Context: an optimization exercise on an open-source flow, tuned for small area and a short achievable clock period. The choices shown serve that exercise and are no tape-out recipe.
Only simulation tests tie the RTL to the original design; equivalence was not proved.
Power is estimated from default activity; no workload was simulated.

Design rv32i_core, start of the top module:
module rv32i_core #(parameter XLEN=32, REG_COUNT=32)(
  input  wire        clk,
  input  wire        rst,
  input  wire [31:0] instr,
  input  wire [31:0] mem_rdata,
  output wire [31:0] pc,
  output wire [31:0] mem_addr,
  output wire [31:0] mem_wdata,
  output wire        mem_we
);
  localparam OP_IMM = 7'b0010011, OP   = 7'b0110011, LOAD  = 7'b0000011,
             STORE  = 7'b0100011, BRANCH = 7'b1100011, JAL = 7'b1101111,
             JALR   = 7'b1100111, AUIPC = 7'b0010111, LUI   = 7'b0110111;
  reg  [31:7] instr_reg;   
  reg  [31:1] pc_q;        
  reg  [31:1] pc_reg;
  reg  [31:0] op_a, op_b;  
  reg  [31:0] mem_addr_reg, mem_wdata_reg;
  reg         mem_we_reg;
  reg c_we;       
  reg c_load, c_store, c_ls, c_branch, c_jump;
  reg c_sub, c_base_a, c_ti_j, c_ti_b, c_ti_s, c_u, c_alu;
  assign pc        = {pc_q, 1'b0};
  assign mem_addr  = mem_addr_reg;
  assign mem_wdata = mem_wdata_reg;
  assign mem_we    = mem_we_reg;
  wire [4:0] rd     = instr_reg[11:7];
  wire [2:0] funct3 = instr_reg[14:12];
  wire [31:0] imm_i = {{20{instr_reg[31]}}, instr_reg[31:20]};
  wire [31:0] imm_s = {{20{instr_reg[31]}}, instr_reg[31:25], instr_reg[11:7]};
  wire [31:0] imm_b = {{19{instr_reg[31]}}, instr_reg[31], instr_reg[7], instr_reg[30:25], instr_reg[11:8], 1'b0};
  wire [31:0] imm_u = {instr_reg[31:12], 12'b0};
  wire [31:0] imm_j = {{11{instr_reg[31]}}, instr_reg[31], instr_reg[19:12], instr_reg[20], instr_reg[30:21], 1'b0};
  wire [31:0] alu_result;
  wire        eq, lt, ltu;
  alu alu_inst (
    .a(op_a), .b(op_b), .funct3(funct3), .sub(c_sub),
    .result(alu_result), .eq(eq), .lt(lt), .ltu(ltu)
  );
  wire [31:1] pc_plus4 = {pc_reg[31:2] + 30'd1, pc_reg[1]};
  wire [31:0] wd = ({32{c_load}} & mem_rdata)
                 | ({32{c_jump}} & {pc_plus4, 1'b0})
                 | ({32{c_u}}    & imm_u)
                 | ({32{c_alu}}  & alu_result);
  wire [6:0] op_n  = instr[6:0];
  wire [2:0] f3_n  = instr[14:12];
  wire [4:0] rs1_n = instr[19:15];
  wire [4:0] rs2_n = instr[24:20];
  wire [31:0] rf_rd1, rf_rd2;
  reg_file regfile (
    .clk(clk), .rs1(rs1_n), .rs2(rs2_n), .rd(rd), .we(c_we), .wd(wd),
    .rd1(rf_rd1), .rd2(rf_rd2)
  );
  ...
Size: about 1200 flip-flops, about 0.064 sq mm of cells after synthesis.
clock: 9.0 ns
lec_check: 0
abc_area: 1
cap_margin: 20
core_margin: 2
core_utilization: 45
cts_buf_list: sky130_fd_sc_hd__clkbuf_4 sky130_fd_sc_hd__clkbuf_8
setup_slack_margin: 5
slew_margin: 20
tns_end_percent: 0
standard.sh (not shown) runs the stock make flow with config.mk's settings and CLKGATE_MAP_FILE= SYNTH_SCRIPT=/design/flow/synth_recipe.tcl, a recipe that flattens the netlist after the stock synthesis.
==> flow/flow/run.sh <==
#!/bin/bash
set -euo pipefail
MARGIN=6.5
sed "s/\"\${@:-finish}\"/SETUP_SLACK_MARGIN=$MARGIN 'BUFFER_PORTS_ARGS=-buffer_cell sky130_fd_sc_hd__buf_4' \"\${@:-finish}\"/" standard.sh > standard_tuned.sh
grep -q "SETUP_SLACK_MARGIN=$MARGIN" standard_tuned.sh
bash standard_tuned.sh > flow_make.log 2>&1
The first run finished clean.
==> next run, changes <==
Settings changed: CORE_UTILIZATION 45 to 55.
Effect: The new run went through all stages and came out clean; sequential cell count is unchanged; combinational power barely changes; non-clock buffer count grows by 17; setup slack gains 0.013 ns; routed wire length shrinks by 5.9%; cell count shrinks by 3.5%.
==> next run, changes <==
==> flow/run.sh (new file) <==
#!/bin/bash
# synth_recipe.tcl (not shown) runs the flow's synth.tcl, then flattens the netlist and writes it again
# the make line also repeats each setting of config.mk as NAME=value (left out here)
make -C /OpenROAD-flow-scripts/flow DESIGN_CONFIG=/design/flow/config.mk WORK_HOME=/design/flow/orfs CLKGATE_MAP_FILE= SYNTH_SCRIPT=/design/flow/synth_recipe.tcl finish
Settings changed: ABC_AREA 1 to default, CORE_UTILIZATION 55 to 45, CTS_BUF_LIST sky130_fd_sc_hd__clkbuf_4 sky130_fd_sc_hd__clkbuf_8 to default, TNS_END_PERCENT 0 to default.
removed: flow/flow/run.sh
removed: flow/standard.sh
Effect:
- The changed run produced a clean layout
- clock-buffer cell count goes down by 135
- non-clock buffer count increases by 71
- die area came out higher by 14%
- via count fell by 19%
- design area falls by 5.3%
- synthesized area falls by 6.7%
- hold slack gains 0.0062 ns
- core utilization came out lower by 11 points
- worst setup slack is worse by 0.63 ns
- cell count decreases by 26%
- combinational power came out higher by about 3%
==> next run, changes <==
==> flow/flow/run.sh (new file) <==
#!/bin/bash
set -euo pipefail
MARGIN=6.5
sed "s/\"\${@:-finish}\"/SETUP_SLACK_MARGIN=$MARGIN 'BUFFER_PORTS_ARGS=-buffer_cell sky130_fd_sc_hd__buf_4' \"\${@:-finish}\"/" standard.sh > standard_tuned.sh
grep -q "SETUP_SLACK_MARGIN=$MARGIN" standard_tuned.sh
bash standard_tuned.sh > flow_make.log 2>&1
==> flow/standard.sh (new file) <==
#!/bin/bash
# synth_recipe.tcl (not shown) runs the flow's synth.tcl, then flattens the netlist and writes it again
# the make line also repeats each setting of config.mk as NAME=value (left out here)
make -C /OpenROAD-flow-scripts/flow DESIGN_CONFIG=/design/flow/config.mk WORK_HOME=/design/flow/orfs CLKGATE_MAP_FILE= SYNTH_SCRIPT=/design/flow/synth_recipe.tcl "${@:-finish}"
Settings changed: CTS_BUF_LIST from default to sky130_fd_sc_hd__clkbuf_4 sky130_fd_sc_hd__clkbuf_8, TNS_END_PERCENT from default to 5.
removed: flow/run.sh
- maximum frequency rose by roughly a tenth
- power grows by a few percent
- clock power rises by a few percent
- non-clock buffer count came out higher by 147
- sequential cell count stays the same
- routed wire length climbs by a few percent
- design area climbs by a few percent
- via count grows by a few percent
- hold slack hardly moves
- die area is unchanged
==> next run, changes <==
Settings changed: ABC_AREA from default to 1, CTS_BUF_LIST sky130_fd_sc_hd__clkbuf_4 sky130_fd_sc_hd__clkbuf_8 to default.
What happened:
- clock power increases by 6.8%
- first-iteration DRC count went down by 21%
- non-clock buffer count is lower by 123
==> next run, changes <==
Settings changed: ABC_AREA 1 to default.
The changed run produced a clean layout.
Power rose slightly.
Count of clock-buffer cells in the layout fell by 4.
Global-route usage fell by 5.2 points.
Design area fell by a few percent.

## what the ideal ports hide
No port has a modelled driver above. Below, the same layouts with a new extraction and two added sets of constraints. Step 1 (the two cells are an assumption about what drives the block):
set clk [get_ports {clk}]
set_driving_cell -lib_cell sky130_fd_sc_hd__clkbuf_16 $clk
set_driving_cell -lib_cell sky130_fd_sc_hd__buf_2 [delete_from_list [all_inputs] $clk]
Step 2 moves the port delays by t, midway between the first and last clock arrival at a register: inputs arrive t later, outputs are due t later. That takes back most of the time a late clock gives input paths. Three values: ideal ports, drivers, drivers and shift; two values: the first two.
run | t (ns) | slack for setup (ns) | pins driven straight from the clock port
the first run | 1.024 | 5.429 / 5.378 / 4.354 | 1
the second run | 1.031 | 5.442 / 5.411 / 4.379 | 1
the third run | 0.855 | 4.814 / 4.870 / 4.015 | 1
the fourth run | 1.060 | 5.231 / 5.231 / 4.361 | 1
the fifth run | 0.885 | 5.497 / 5.471 / 4.586 | 1
the sixth run | 0.873 | 5.083 / 5.083 / 4.412 | 1
After both steps setup and hold are still met in every run listed. The setup slack of the first run, which loses most, moves by -0.051 ns with the drivers and by -1.075 ns with both steps.
